From an optimization exercise on the open Yosys and OpenROAD flow, aimed at small area; shortcuts taken in it are not production practice. Function was checked by simulation only, so behaviour that the tests miss may differ from the original. Power is estimated from default activity; no workload was simulated.

Design WcaUpConverter, start of the top module:
module WcaUpConverter
(
	input              clock,
	input              reset,
	input              enable,
	input  wire [7:0]  cfg,
	input  wire        strobe_cic,
	input  wire [31:0] phase_cordic,
	input  wire [3:0]  log2_rate,
	input  wire        strobe_if,
	input  wire [31:0] iq_bb_in,
	output reg  [23:0] iq_if_out
);
For scale: ~3,800 cells after synthesis, about 940 flip-flops, roughly 110 I/O pins, about 0.047 sq mm of cells after synthesis.
export LEC_CHECK = 0
export CAP_MARGIN = 20
export CORE_MARGIN = 2
export CORE_UTILIZATION = 80
export CTS_CLUSTER_DIAMETER = 120
export CTS_CLUSTER_SIZE = 24
export SLEW_MARGIN = 20
create_clock -name core_clock -period 8.0 [get_ports {clock}]
standard.sh (not shown) runs the stock make flow with config.mk's settings and CLKGATE_MAP_FILE= SYNTH_SCRIPT=/design/flow/synth_recipe.tcl, a recipe that flattens the netlist after the stock synthesis.
==> flow/flow/run.sh <==
#!/bin/bash
# Layout flow: the standard layout (standard.sh) with these changes:
# - synthesis: yosys 'synth' runs with -noabc, so its generic ABC pass does
#   not restructure the explicitly written ripple-carry adders before
#   extract_fa maps them to full-adder cells; and the final ABC mapping uses
#   flow/abc.script (area-oriented mapping, &nf -a) instead of ORFS's speed
#   script. Registers, their names and cell types are those of the standard
#   synthesis; only the combinational mapping differs.
# - every input and output port is still buffered, with the smallest buffer
#   (buf_1) instead of the cell buffer_ports picks by default
#   (clkdlybuf4s50_1); the resizer still upsizes or adds buffers where
#   timing, slew or fanout need it.
# Each tool's output is logged here (make.log) and by ORFS under orfs/logs/.
set -euo pipefail
here=$(pwd)
flowdir=$(cd "$(dirname "${BASH_SOURCE[0]}")" && pwd)
std_first='proc synth {args} { yosys synth -nofsm -noshare {*}$args }'
if [[ "$(head -1 synth_recipe.tcl)" != "$std_first" ]]; then
  echo "unexpected first line in synth_recipe.tcl" >&2
  exit 1
fi
cp "$flowdir/abc.script" "$here/abc_custom.script"
{
  echo 'proc synth {args} { yosys synth -nofsm -noshare -noabc {*}$args }'
  echo "proc abc {args} { set i [lsearch -exact \$args -script]; if {\$i >= 0} { lset args [expr {\$i+1}] $here/abc_custom.script }; yosys abc {*}\$args }"
  tail -n +2 synth_recipe.tcl
} > "$here/synth_recipe_custom.tcl"
sed "s#SYNTH_SCRIPT=[^ ]*#SYNTH_SCRIPT=$here/synth_recipe_custom.tcl#" standard.sh > "$here/standard_custom.sh"
grep -q "SYNTH_SCRIPT=$here/synth_recipe_custom.tcl" "$here/standard_custom.sh"
BUFFER_PORTS_ARGS="-buffer_cell sky130_fd_sc_hd__buf_1" bash "$here/standard_custom.sh" > "$here/make.log" 2>&1
==> flow/flow/abc.script <==
&get -n
&st
&dch
&nf -a
&st
&dc2
&dch
&nf -a
&put
topo
stime -c
buffer -c
upsize -c
dnsize -c
==> next run, changes <==
==> flow/flow/abc.script (replaced) <==
&get -n
&st
&dch
&nf -a
&put
topo
stime -c
dnsize -c
Settings changed: CORE_UTILIZATION 80 to 70.
=> Synthesized area shrinks by 1.6%. Hold slack hardly moves. First-iteration DRC count is lower by 28%. Utilization shrinks by 9.3 points. Die area rises by 12%.
==> next run, changes <==
==> flow/flow/abc.script (replaced) <==
&get -n
&st
&dch
&nf -a
&put
topo
stime -c
buffer -c
upsize -c
dnsize -c
Outcome: Non-clock buffer count goes down by 4; cell count hardly moves; core utilization went down by 1.6 points; worst setup slack gets better by 0.070 ns; global-route usage is higher by 0.27 points; routed wire length came out higher by a few percent; final area is about the same; critical path depth is unchanged; die area grows by a few percent.
==> next run, changes <==
==> flow/flow/abc.script (replaced) <==
&get -n
&st
&dch
&nf -a
&st
&dc2
&dch
&nf -a
&put
topo
stime -c
buffer -c
upsize -c
dnsize -c
What happened:
- The new run passed the timing, design-rule and antenna checks
- combinational power came out lower by a little under a tenth
- utilization came out higher by 0.69 points
- non-clock buffer count came out higher by 3
- total power came out lower by a few percent
- fmax hardly moves
- register-to-register slack is about the same
- global-route usage hardly moves
- first-iteration DRC count came out lower by roughly a tenth
- clock skew came out higher by 0.0060 ns
- clock power stays flat
- worst setup slack improved by 0.012 ns
==> next run, changes <==
Settings changed: CTS_CLUSTER_DIAMETER 120 to 90, CTS_CLUSTER_SIZE 24 to 27.
The changed run produced a clean layout.
Wire length is lower slightly.
Setup slack loses 0.0038 ns.
Synthesized area is unchanged.
Design area stays flat.
Register-to-register slack barely changes.
Power hardly moves.
Final cell count is about the same.
Count of clock-buffer cells in the layout is lower by 4.
Critical path depth is unchanged.
Combinational power barely changes.
Clock skew is lower by 0.0038 ns.

==> port drivers added, routing unchanged <==
Ports are ideal in the flow. The routed layouts listed here were re-timed in OpenROAD. Step 1 (the two cells are an assumption about what drives the block):
set clk [get_ports {clock}]
set_driving_cell -lib_cell sky130_fd_sc_hd__clkbuf_16 $clk
set_driving_cell -lib_cell sky130_fd_sc_hd__buf_2 [delete_from_list [all_inputs] $clk]
Step 2 also shifts input and output timing later by t, the mid clock arrival at the registers, as if the neighbouring blocks saw the same clock. Slacks: ideal ports / drivers / drivers and shift; pairs: ideal ports / drivers.
run	t, ns	setup slack, ns	latest minus earliest clock arrival (ns)	worst data-port slew with drivers (ns)
the first run	0.685	0.760 / 0.760 / 0.760	0.040 / 0.040	0.08
the second run	0.680	0.849 / 0.849 / 0.849	0.027 / 0.027	0.11
the third run	0.675	0.919 / 0.919 / 0.919	0.033 / 0.033	0.14
the fourth run	0.682	0.931 / 0.931 / 0.931	0.040 / 0.039	0.09
the fifth run	0.687	0.927 / 0.927 / 0.927	0.028 / 0.028	0.09
After both steps setup and hold are still met in every run listed.
